This design comes from an exercise in tuning for small area and a short achievable clock period on the open sky130 flow, not from production work. The RTL of this run was laid out without a check of its function. Power is estimated from default activity; no workload was simulated.

**design/flow/flow/run.sh**
```bash
#!/bin/bash
# The standard layout, with these changes to how the layout is made:
#  - synthesis skips Yosys's early "abc -fast" pass (synth -noabc), so that extract_fa
#    finds the carry-save adder tree as the RTL writes it; everything else in the
#    synthesis script is the standard flow's (including -nofsm -noshare, flatten and renaming)
#  - port buffers use sky130_fd_sc_hd__buf_1 (every input and output still gets its own buffer)
#  - clock tree synthesis does not add dummy load cells
set -o pipefail
export BUFFER_PORTS_ARGS="-buffer_cell sky130_fd_sc_hd__buf_1"
export CTS_ARGS="-sink_clustering_enable -repair_clock_nets -dont_use_dummy_load -sink_clustering_size 40 -sink_clustering_max_diameter 60 -buf_list {sky130_fd_sc_hd__clkbuf_4 sky130_fd_sc_hd__clkbuf_8}"
sed '1s/yosys synth -nofsm -noshare /yosys synth -nofsm -noshare -noabc /' synth_recipe.tcl > flow_synth.tcl
sed "s#SYNTH_SCRIPT=[^ ]*synth_recipe.tcl#SYNTH_SCRIPT=$PWD/flow_synth.tcl#" standard.sh > flow_standard.sh
grep -q -- "-noabc" flow_synth.tcl && grep -q "flow_synth.tcl" flow_standard.sh || { echo "could not set up synthesis script" > standard.log; exit 1; }
bash flow_standard.sh finish > standard.log 2>&1
```
**design/flow/standard.sh**
```bash
#!/bin/bash
# synth_recipe.tcl (not shown) runs the flow's synth.tcl, then flattens the netlist and writes it again
# the make line also repeats each setting of config.mk as NAME=value (left out here)
make -C /OpenROAD-flow-scripts/flow DESIGN_CONFIG=/design/flow/config.mk WORK_HOME=/design/flow/orfs CLKGATE_MAP_FILE= SYNTH_SCRIPT=/design/flow/synth_recipe.tcl "${@:-finish}"
```
**design/flow/config.mk**
```make
export PLATFORM = sky130hd
export DESIGN_NAME = pow_5_pipe
export DESIGN_NICKNAME = pow_5_pipe
export VERILOG_FILES = /design/flow/design.v
export SDC_FILE = /design/flow/constraint.sdc
export NUM_CORES = 4
export LEC_CHECK = 0
export CAP_MARGIN = 20
export CORE_MARGIN = 2
export CORE_UTILIZATION = 40
export CTS_BUF_LIST = sky130_fd_sc_hd__clkbuf_4 sky130_fd_sc_hd__clkbuf_8
export CTS_CLUSTER_DIAMETER = 60
export CTS_CLUSTER_SIZE = 40
export PLACE_DENSITY = 0.75
export SETUP_SLACK_MARGIN = 4.2
export SLEW_MARGIN = 20
```
**design/flow/constraint.sdc**
```tcl
create_clock -name core_clock -period 6.4 [get_ports {clock}]
set_input_delay 1.2800 -clock core_clock [delete_from_list [all_inputs] [get_ports {clock}]]
set_output_delay 1.2800 -clock core_clock [all_outputs]
set_load 0.01 [all_outputs]
```
**design/flow/design.v**
```verilog
module pow_5_pipe
(
    input             clock,
    input      [17:0] n,
    output reg [17:0] n_pow_5
);
    reg [17:0] n_1;
    always @(posedge clock) n_1 <= n;
    wire [5:0] a_1 = n_1[5:0];
    wire [11:0] h_1 = n_1[17:6];
    wire [63:0] f_t_dec = 64'd1 << a_1;
    wire f_t_4 = |(f_t_dec & 64'h8282282882822828);
    wire f_t_5 = |(f_t_dec & 64'hc46eec466ec446ec);
    wire f_t_6 = |(f_t_dec & 64'h604ae2e04acae048);
    wire f_t_7 = |(f_t_dec & 64'h468aec2ae6a04688);
    wire f_t_8 = |(f_t_dec & 64'hce440a0864e40880);
    wire f_t_9 = |(f_t_dec & 64'h428ecaac0e42a640);
    wire f_t_10 = |(f_t_dec & 64'h3654f0901094de70);
    wire f_t_11 = |(f_t_dec & 64'h106e786ef40a3060);
    wire f_t_12 = |(f_t_dec & 64'h561646a0b8b4c840);
    wire f_t_13 = |(f_t_dec & 64'h9c3a7c9a28c26a00);
    wire f_t_14 = |(f_t_dec & 64'h8854120cec3c1a80);
    wire f_t_15 = |(f_t_dec & 64'h2988e390f95eb700);
    wire f_t_16 = |(f_t_dec & 64'hf7b0aa4e070ab400);
    wire f_t_17 = |(f_t_dec & 64'he5c2ef3058e09800);
    wire [5:0] a_0 = n[5:0];
    wire [11:0] h_0 = n[17:6];
    wire [31:0] k_t_dec = 32'd1 << a_0[4:0];
    wire k_t_3 = |(k_t_dec & 32'hee44ee44);
    wire k_t_4 = |(k_t_dec & 32'he04a4ae0);
    wire [31:0] q_t_dec = 32'd1 << h_0[4:0];
    wire q_t_3 = |(q_t_dec & 32'h28282828);
    wire q_t_4 = |(q_t_dec & 32'h1ab01ab0);
    reg [4:0] k_1r, q_1r;
    always @(posedge clock) begin
        k_1r[3] <= k_t_3;
        k_1r[4] <= k_t_4;
        q_1r[3] <= q_t_3;
        q_1r[4] <= q_t_4;
    end
    wire [4:0] k_1 = {k_1r[4], k_1r[3], ((a_1[0] & ~a_1[2])), ((a_1[0] & a_1[1])), a_1[0]};
    wire [4:0] q_1 = {q_1r[4], q_1r[3], ((~h_1[0] & h_1[1])), 1'b0, h_1[0]};
    wire w1 = (k_1[0] & q_1[2]) ^ (k_1[1] & q_1[1]) ^ (k_1[2] & q_1[0]);
    wire w2 = ((k_1[0] & q_1[2]) & (k_1[1] & q_1[1])) | ((k_1[0] & q_1[2]) & (k_1[2] & q_1[0])) | ((k_1[1] & q_1[1]) & (k_1[2] & q_1[0]));
    wire w3 = (k_1[0] & q_1[3]) ^ (k_1[1] & q_1[2]) ^ (k_1[2] & q_1[1]);
    wire w4 = ((k_1[0] & q_1[3]) & (k_1[1] & q_1[2])) | ((k_1[0] & q_1[3]) & (k_1[2] & q_1[1])) | ((k_1[1] & q_1[2]) & (k_1[2] & q_1[1]));
    wire w5 = (k_1[3] & q_1[0]) ^ w2 ^ w3;
    wire w6 = ((k_1[3] & q_1[0]) & w2) | ((k_1[3] & q_1[0]) & w3) | (w2 & w3);
    wire w7 = (k_1[0] & q_1[4]) ^ (k_1[1] & q_1[3]) ^ (k_1[2] & q_1[2]);
    wire w8 = (k_1[3] & q_1[1]) ^ (k_1[4] & q_1[0]) ^ w4;
    wire w9 = w6 ^ w7 ^ w8;
    wire [4:0] kq_t = {w9, w5, w1, (k_1[0] & q_1[1]), (k_1[0] & q_1[0])} + {1'b0, 1'b0, 1'b0, (k_1[1] & q_1[0]), 1'b0};
    wire [63:0] a1_t_dec = 64'd1 << a_1;
    wire a1_t_4 = |(a1_t_dec & 64'h6c6c6c6c6c6c6c6c);
    wire a1_t_5 = |(a1_t_dec & 64'haa00aa00aa00aa0);
    wire a1_t_6 = |(a1_t_dec & 64'h466eecc4466eecc4);
    wire a1_t_7 = |(a1_t_dec & 64'h222a02228880a888);
    wire a1_t_8 = |(a1_t_dec & 64'h9ed21c589eda3c58);
    wire a1_t_9 = |(a1_t_dec & 64'haae4e60228664480);
    wire a1_t_10 = |(a1_t_dec & 64'h103c1e7cf672f8b0);
    wire a1_t_11 = |(a1_t_dec & 64'hea60e02a4ec2e8e0);
    reg [4:0] kq_2;
    reg [5:0] a_2;
    reg [11:0] h_2;
    reg f_2_4;
    reg f_2_5;
    reg f_2_6;
    reg f_2_7;
    reg f_2_8;
    reg f_2_9;
    reg f_2_10;
    reg f_2_11;
    reg f_2_12;
    reg f_2_13;
    reg f_2_14;
    reg f_2_15;
    reg f_2_16;
    reg f_2_17;
    reg a1_2_4;
    reg a1_2_5;
    reg a1_2_6;
    reg a1_2_7;
    reg a1_2_8;
    reg a1_2_9;
    reg a1_2_10;
    reg a1_2_11;
    always @(posedge clock) begin
        a_2 <= a_1;
        h_2 <= h_1;
        f_2_4 <= f_t_4;
        f_2_5 <= f_t_5;
        f_2_6 <= f_t_6;
        f_2_7 <= f_t_7;
        f_2_8 <= f_t_8;
        f_2_9 <= f_t_9;
        f_2_10 <= f_t_10;
        f_2_11 <= f_t_11;
        f_2_12 <= f_t_12;
        f_2_13 <= f_t_13;
        f_2_14 <= f_t_14;
        f_2_15 <= f_t_15;
        f_2_16 <= f_t_16;
        f_2_17 <= f_t_17;
        a1_2_4 <= a1_t_4;
        a1_2_5 <= a1_t_5;
        a1_2_6 <= a1_t_6;
        a1_2_7 <= a1_t_7;
        a1_2_8 <= a1_t_8;
        a1_2_9 <= a1_t_9;
        a1_2_10 <= a1_t_10;
        a1_2_11 <= a1_t_11;
        kq_2 <= kq_t;
    end
    wire w10 = ((a_2[0] & a_2[1]));
    wire w11 = ((a_2[0] & a_2[2]));
    wire w12 = ((a_2[0] & a_2[3]));
    wire w13 = a_2[0] & h_2[0];
    wire w14 = a_2[0] & h_2[1];
    wire w15 = a_2[0] & h_2[2];
    wire w16 = a_2[0] & h_2[3];
    wire w17 = a_2[0] & h_2[4];
    wire w18 = a_2[0] & h_2[5];
    wire w19 = a_2[0] & h_2[6];
    wire w20 = a_2[0] & h_2[7];
    wire w21 = a_2[0] & h_2[8];
    wire w22 = a_2[0] & h_2[9];
    wire w23 = a_2[0] & h_2[10];
    wire w24 = a_2[0] & h_2[11];
    wire w25 = a_2[0] & h_2[0];
    wire w26 = a_2[0] & h_2[1];
    wire w27 = a_2[0] & h_2[2];
    wire w28 = a_2[0] & h_2[3];
    wire w29 = a_2[0] & h_2[4];
    wire w30 = a_2[0] & h_2[5];
    wire w31 = a_2[0] & h_2[6];
    wire w32 = a_2[0] & h_2[7];
    wire w33 = a_2[0] & h_2[8];
    wire w34 = a_2[0] & h_2[9];
    wire w35 = a1_2_4 & h_2[0];
    wire w36 = a1_2_4 & h_2[1];
    wire w37 = a1_2_4 & h_2[2];
    wire w38 = a1_2_4 & h_2[3];
    wire w39 = a1_2_4 & h_2[4];
    wire w40 = a1_2_4 & h_2[5];
    wire w41 = a1_2_4 & h_2[6];
    wire w42 = a1_2_4 & h_2[7];
    wire w43 = a1_2_5 & h_2[0];
    wire w44 = a1_2_5 & h_2[1];
    wire w45 = a1_2_5 & h_2[2];
    wire w46 = a1_2_5 & h_2[3];
    wire w47 = a1_2_5 & h_2[4];
    wire w48 = a1_2_5 & h_2[5];
    wire w49 = a1_2_5 & h_2[6];
    wire w50 = a1_2_6 & h_2[0];
    wire w51 = a1_2_6 & h_2[1];
    wire w52 = a1_2_6 & h_2[2];
    wire w53 = a1_2_6 & h_2[3];
    wire w54 = a1_2_6 & h_2[4];
    wire w55 = a1_2_6 & h_2[5];
    wire w56 = a1_2_7 & h_2[0];
    wire w57 = a1_2_7 & h_2[1];
    wire w58 = a1_2_7 & h_2[2];
    wire w59 = a1_2_7 & h_2[3];
    wire w60 = a1_2_7 & h_2[4];
    wire w61 = a1_2_8 & h_2[0];
    wire w62 = a1_2_8 & h_2[1];
    wire w63 = a1_2_8 & h_2[2];
    wire w64 = a1_2_8 & h_2[3];
    wire w65 = a1_2_9 & h_2[0];
    wire w66 = a1_2_9 & h_2[1];
    wire w67 = a1_2_9 & h_2[2];
    wire w68 = a1_2_10 & h_2[0];
    wire w69 = a1_2_10 & h_2[1];
    wire w70 = a1_2_11 & h_2[0];
    wire w71 = f_2_6 ^ w13;
    wire w72 = f_2_6 & w13;
    wire w73 = f_2_7 ^ w14 ^ w72;
    wire w74 = (f_2_7 & w14) | (f_2_7 & w72) | (w14 & w72);
    wire w75 = f_2_8 ^ w15 ^ w25;
    wire w76 = (f_2_8 & w15) | (f_2_8 & w25) | (w15 & w25);
    wire w77 = w75 ^ w74;
    wire w78 = w75 & w74;
    wire w79 = f_2_9 ^ w16 ^ w26;
    wire w80 = (f_2_9 & w16) | (f_2_9 & w26) | (w16 & w26);
    wire w81 = w76 ^ w79 ^ w78;
    wire w82 = (w76 & w79) | (w76 & w78) | (w79 & w78);
    wire w83 = f_2_10 ^ w17 ^ w27;
    wire w84 = (f_2_10 & w17) | (f_2_10 & w27) | (w17 & w27);
    wire w85 = w35 ^ w80 ^ w83;
    wire w86 = (w35 & w80) | (w35 & w83) | (w80 & w83);
    wire w87 = f_2_11 ^ w18 ^ w28;
    wire w88 = (f_2_11 & w18) | (f_2_11 & w28) | (w18 & w28);
    wire w89 = w36 ^ w43 ^ w84;
    wire w90 = (w36 & w43) | (w36 & w84) | (w43 & w84);
    wire w91 = w87 ^ w86 ^ w89;
    wire w92 = (w87 & w86) | (w87 & w89) | (w86 & w89);
    wire w93 = f_2_12 ^ w19 ^ w29;
    wire w94 = (f_2_12 & w19) | (f_2_12 & w29) | (w19 & w29);
    wire w95 = w37 ^ w44 ^ w50;
    wire w96 = (w37 & w44) | (w37 & w50) | (w44 & w50);
    wire w97 = w88 ^ w93 ^ w95;
    wire w98 = (w88 & w93) | (w88 & w95) | (w93 & w95);
    wire w99 = f_2_13 ^ kq_2[0] ^ w20;
    wire w100 = (f_2_13 & kq_2[0]) | (f_2_13 & w20) | (kq_2[0] & w20);
    wire w101 = w30 ^ w38 ^ w45;
    wire w102 = (w30 & w38) | (w30 & w45) | (w38 & w45);
    wire w103 = w51 ^ w56 ^ w94;
    wire w104 = (w51 & w56) | (w51 & w94) | (w56 & w94);
    wire w105 = w96 ^ w99 ^ w101;
    wire w106 = (w96 & w99) | (w96 & w101) | (w99 & w101);
    wire w107 = w98 ^ w103 ^ w105;
    wire w108 = (w98 & w103) | (w98 & w105) | (w103 & w105);
    wire w109 = f_2_14 ^ kq_2[1] ^ w21;
    wire w110 = (f_2_14 & kq_2[1]) | (f_2_14 & w21) | (kq_2[1] & w21);
    wire w111 = w31 ^ w39 ^ w46;
    wire w112 = (w31 & w39) | (w31 & w46) | (w39 & w46);
    wire w113 = w52 ^ w57 ^ w61;
    wire w114 = (w52 & w57) | (w52 & w61) | (w57 & w61);
    wire w115 = w100 ^ w102 ^ w109;
    wire w116 = (w100 & w102) | (w100 & w109) | (w102 & w109);
    wire w117 = w111 ^ w113 ^ w104;
    wire w118 = (w111 & w113) | (w111 & w104) | (w113 & w104);
    wire w119 = f_2_15 ^ kq_2[2] ^ w22;
    wire w120 = (f_2_15 & kq_2[2]) | (f_2_15 & w22) | (kq_2[2] & w22);
    wire w121 = w32 ^ w40 ^ w47;
    wire w122 = (w32 & w40) | (w32 & w47) | (w40 & w47);
    wire w123 = w53 ^ w58 ^ w62;
    wire w124 = (w53 & w58) | (w53 & w62) | (w58 & w62);
    wire w125 = w65 ^ w110 ^ w112;
    wire w126 = (w65 & w110) | (w65 & w112) | (w110 & w112);
    wire w127 = w114 ^ w119 ^ w121;
    wire w128 = (w114 & w119) | (w114 & w121) | (w119 & w121);
    wire w129 = w123 ^ w116 ^ w125;
    wire w130 = (w123 & w116) | (w123 & w125) | (w116 & w125);
    wire w131 = f_2_16 ^ kq_2[3] ^ w23;
    wire w132 = (f_2_16 & kq_2[3]) | (f_2_16 & w23) | (kq_2[3] & w23);
    wire w133 = w33 ^ w41 ^ w48;
    wire w134 = (w33 & w41) | (w33 & w48) | (w41 & w48);
    wire w135 = w54 ^ w59 ^ w63;
    wire w136 = (w54 & w59) | (w54 & w63) | (w59 & w63);
    wire w137 = w66 ^ w68 ^ w120;
    wire w138 = (w66 & w68) | (w66 & w120) | (w68 & w120);
    wire w139 = w122 ^ w124 ^ w131;
    wire w140 = (w122 & w124) | (w122 & w131) | (w124 & w131);
    wire w141 = w133 ^ w135 ^ w126;
    wire w142 = (w133 & w135) | (w133 & w126) | (w135 & w126);
    wire w143 = w128 ^ w137 ^ w139;
    wire w144 = (w128 & w137) | (w128 & w139) | (w137 & w139);
    wire w145 = f_2_17 ^ kq_2[4] ^ w24;
    wire w146 = w34 ^ w42 ^ w49;
    wire w147 = w55 ^ w60 ^ w64;
    wire w148 = w67 ^ w69 ^ w70;
    wire w149 = w132 ^ w134 ^ w136;
    wire w150 = w145 ^ w146 ^ w147;
    wire w151 = w148 ^ w138 ^ w140;
    reg [31:0] t_3;
    always @(posedge clock) begin
        t_3[0] <= a_2[0];
        t_3[1] <= w10;
        t_3[2] <= w11;
        t_3[3] <= w12;
        t_3[4] <= f_2_4;
        t_3[5] <= f_2_5;
        t_3[6] <= w71;
        t_3[7] <= w73;
        t_3[8] <= w77;
        t_3[9] <= w81;
        t_3[10] <= w85;
        t_3[11] <= w82;
        t_3[12] <= w91;
        t_3[13] <= w90;
        t_3[14] <= w97;
        t_3[15] <= w92;
        t_3[16] <= w107;
        t_3[17] <= w106;
        t_3[18] <= w115;
        t_3[19] <= w117;
        t_3[20] <= w108;
        t_3[21] <= w127;
        t_3[22] <= w118;
        t_3[23] <= w129;
        t_3[24] <= w130;
        t_3[25] <= w141;
        t_3[26] <= w143;
        t_3[27] <= w149;
        t_3[28] <= w150;
        t_3[29] <= w142;
        t_3[30] <= w144;
        t_3[31] <= w151;
    end
    wire w152 = t_3[13] ^ t_3[14] ^ t_3[15];
    wire w153 = (t_3[13] & t_3[14]) | (t_3[13] & t_3[15]) | (t_3[14] & t_3[15]);
    wire w154 = t_3[17] ^ t_3[18] ^ t_3[19];
    wire w155 = (t_3[17] & t_3[18]) | (t_3[17] & t_3[19]) | (t_3[18] & t_3[19]);
    wire w156 = t_3[21] ^ t_3[22] ^ t_3[23];
    wire w157 = (t_3[21] & t_3[22]) | (t_3[21] & t_3[23]) | (t_3[22] & t_3[23]);
    wire w158 = t_3[24] ^ t_3[25] ^ t_3[26];
    wire w159 = (t_3[24] & t_3[25]) | (t_3[24] & t_3[26]) | (t_3[25] & t_3[26]);
    wire w160 = t_3[27] ^ t_3[28];
    wire w161 = t_3[29] ^ t_3[30];
    wire w162 = t_3[31] ^ w160;
    wire w163 = w161 ^ w162;
    wire w164 = w159 ^ w163;
    wire [11:0] s0 = {1'b0, w157, w155, t_3[20], t_3[16], w152, t_3[12], t_3[10], t_3[9], t_3[8], t_3[7], t_3[6]};
    wire [11:0] s1 = {1'b0, w158, w156, w154, w153, 1'b0, 1'b0, t_3[11], 1'b0, 1'b0, 1'b0, 1'b0};
    wire [11:0] sum = s0 + s1;
    always @(posedge clock) n_pow_5 <= {sum[11] ^ w164, sum[10:0], t_3[5], t_3[4], t_3[3], t_3[2], t_3[1], t_3[0]};
endmodule
```
==> results by group <==
Route
  • Highest metal used: met4
  • Wire per inst: approximately 17 um
  • M1 WL: roughly 5.4 mm
  • DR iter-0 viols: 370
  • Final wirelength: between 10 and 15 mm
  • Routed wl met2: 5.87 mm
  • Met3 WL: about 660 um
  • Remaining routing DRC violations: 0
  • Final ANT Viol Nets: 0
  • Drt first pass iters: 5
  • Drt via density: approximately 5.2
  • Vias: around 3800

Yosys
  • Async S/R FF share, synth: 0%
  • Yosys reg bits: roughly 120
  • Post-synth EDFFs: 0
  • Post-Syn Area: 5420 um2
  • Syn Nets: 595
  • Sequential area share after synthesis: between 40% and 50%
  • Warnings from Yosys: 1
  • Top-area cell type share of the netlist area: 42.5%
  • Most frequent cell after synthesis: dfxtp_1
  • Synth cell count leaders: dfxtp_1 (115), and2_1 (48), nand2_1 (43)
  • Instance count of the mapped netlist: 526
  • Top_reg_cell synth: dfxtp_1
  • Synth cell types: 51
  • Syn_area_per_cell: a little over 10 um2
  • Yosys top cell by area: dfxtp_1
  • Synth top area cells: dfxtp_1 (42%), fa_1 (15%), and2_1 (5.5%), xnor2_1 (5.5%), o21ai_0 (3.3%)

Clocking
  • Clock transition at path regs: around 0.07 ns
  • Clock Path Buffers: 2
  • CTS tree: yes
  • Htree depth: 4
  • Clk Latency, worst-skew pair: 0.42 ns
  • Clk sink count: approximately 120
  • CTS root buf: clkbuf_8
  • CTS buffer count: 17

Placement
  • Pre-CTS WS: around 3.9 ns
  • Detailed placer's ending HPWL: between 8 and 9 mm
  • Placed insts: 712
  • I/O Buffers: 36
  • RePlAce Congestion: about 0.89

Finish
  • Share of layout cells above drive strength 1: roughly 10%
  • Fin cells: between 700 and 800
  • Fin nets: 628
  • P&R area growth vs syn: 9.31%
  • ANT cells: 0

Hold path
  • Beginning of the worst hold path: n_1[8]
  • Hold endpoint: h_2[2]
  • Hold Path Cell Cnt: 0
  • Worst Hold Class: flop to flop

Worst setup path
  • Crit path capture type: output pin
  • Crit-path max FO: 1
  • Crit path required time: ~5 ns
  • R2r worst-path depth: 4
  • CP Depth: 1
  • Critical path cell sequence: buf_1
  • CP max stage delay: between 0.3 and 0.4 ns
  • CP Data Arrival Time: between 0.8 and 0.9 ns
  • Slowest CP cell: dfxtp_1
  • FF-to-FF Start: h_2[1]
  • Setup slack, reg-to-reg: between 4 and 5 ns
  • Critical path startpoint category: flop
  • CP Buf/Inv Count: 1
  • R2r endpoint: t_3[16]
  • Delay-heaviest family, CP: flip-flops
  • Worst Setup Path Type: flop to output pin

STA
  • Slew Limit Fails: 0
  • Hold Fails Final Rpt: 0
  • Worst slew pin tran: between 0.5 and 0.6 ns
  • Final Skew: ~0.024 ns
  • Worst slew margin: between 60% and 70%
  • Setup violations, final: 0
  • RSZ-0062 raised after global routing: true
  • Final Cycle Share: between 30% and 40%
  • Setup WS post-layout: roughly 4.3 ns
  • Final min period: approximately 2.1 ns
  • Total Negative Setup Slacks: 0 ns
  • Fmax: 0.466 GHz

GRT
  • Gr usage total: between 15 and 20%
  • Largest net degree at the start of global routing: 47
  • Vias in the first global route: between 3000 and 4000
  • First-pass GRT wire length: ~20 mm
  • Grt total ovfl: 0
  • Initial antenna violation count: 0

Die
  • Ports: 37
  • Starting Density: approximately two fifths
  • Core area: 13200 um2
  • Die height: between 100 and 150 um
  • Die area: between 10000 and 15000 um2
  • Chip Width: between 100 and 150 um
  • Row count: 42

Power
  • Leak: around 2.4 nW
  • Total Power: slightly below 2 mW
  • P per Cell Area: approximately 330 nW/um2
  • Peak VDD IR: 0.148 mV

Job
  • Max Cap Viol: 0

Status
  • Status: no timing/DRC/antenna violations
==> metal layers <==
metal	vias to the layer above	GRT usage (%)
li1	1849	-
met1	1838	22.8
met2	135	27.9
met3	22	3.73
met4	0	8.07
met5	-	0
==> per-stage QoR <==
step	hold WS [ns]	cell area [um2]	util [%]
after detailed placement	0.312	5620	42.5
after global placement	0.313	5620	42.5
after floorplan	0.310	5450	-
after CTS	0.297	5870	44.3
after global routing	0.304	5920	44.7
final	0.299	5920	44.7
==> state kept, by name, summed over array words and instances (netlist names), 2 cells and up <==
name,flops
kq_2,5
a_2,4
h_2,12
t_3,32
n_1,18
k_1r,2
q_1r,2
n_pow_5,18
==> power breakdown <==
group          switching, mW  leakage (nW)  internal (mW)
Combinational          0.302          1.27          0.274
Clock                  0.228         0.122          0.232
Sequential            0.0651         0.968          0.859
==> cell families after synthesis <==
kind of cell	after synthesis	synth area share, %
multiplexers	3	0.624
AND/OR/NAND/NOR	153	14.0
adder cells (fa/ha/maj)	50	17.1
flip-flops	115	42.5
buffers and inverters	40	4.36
AO/OA/AOI/OAI	126	15.2
XOR/XNOR	39	6.30
==> placed cells by master, fill, tap and decap left out, types with 4 or more instances in the layout <==
| cell | synthesis | final |
|---|---|---|
| dfxtp_1 | 115 | 110 |
| nand2_1 | 43 | 43 |
| and2_1 | 48 | 43 |
| fa_1 | 40 | 39 |
| o21ai_0 | 36 | 36 |
| nor2_1 | 34 | 34 |
| xnor2_1 | 34 | 33 |
| buf_1 | 1 | 31 |
| a21oi_1 | 24 | 24 |
| clkbuf_8 | 0 | 17 |
| o22ai_1 | 12 | 12 |
| ha_1 | 10 | 10 |
| nand2b_1 | 9 | 9 |
| a31oi_1 | 7 | 7 |
| o221ai_1 | 7 | 7 |
| buf_4 | 5 | 7 |
| nor2b_1 | 6 | 6 |
| xor2_1 | 5 | 5 |
| and2_4 | 1 | 5 |
| nor3_1 | 5 | 5 |
| a22oi_1 | 5 | 5 |
| o21ai_1 | 5 | 5 |
| nand3_1 | 4 | 4 |
| inv_1 | 4 | 4 |
| inv_2 | 4 | 4 |
==> worst max-delay path by stage <==
stage                    start         end
detailed placement      n_1[0]     kq_2[4]
floorplan               n_1[0]     kq_2[4]
global placement        a_2[0]     t_3[16]
global route            n_1[1]     kq_2[4]
finish              n_pow_5[3]  n_pow_5[3]
CTS                     n_1[0]     kq_2[4]
==> final cells by class <==
cell class	instances	area, um2
clock buffers	17	234
fillers	1277	7320
inverters	9	33.8
multi-input cells	371	2900
flip-flops and latches	115	2310
well taps	176	220
repair buffers	45	220
==> worst reg2reg max path: cells and delay by family (launching register included) <==
family | cells | cell delay, ns
flops | 1 | 0.49
fa+ha+maj | 3 | 1.32
simple gates | 1 | 0.22
==> timing repair <==
action                                  in CTS  in global routing
gates resized for setup                      6                 10
buffers inserted                             0                  4
hold buffers                                 0                  0
endpoints found under the setup margin      15                  6

separate check: timing with driven ports:
The flow's constraints put no driver on any port. The routed layout listed below was extracted and timed again, unchanged, in two steps. Step 1: set_driving_cell puts a clkbuf_16 on clock and a buf_2 on each other input, an assumption about the parent block. Step 2 adds t to the input delays and takes it off the output delays; t is the mean of the earliest and latest rising clock arrival at the registers after step 1. Input paths then give back, and output paths get back, about the clock's delay inside the block. a / b / c = no drivers / after step 1 / after step 2; a / b = the first two.
t (ns): 0.436
setup WS [ns]: 4.252 / 4.217 / 4.261
latest minus earliest clock arrival (ns): 0.027 / 0.027
After both steps setup and hold are still met in this run. For this run, drivers alone change the setup slack by -0.035 ns; drivers and shift together by +0.009 ns.
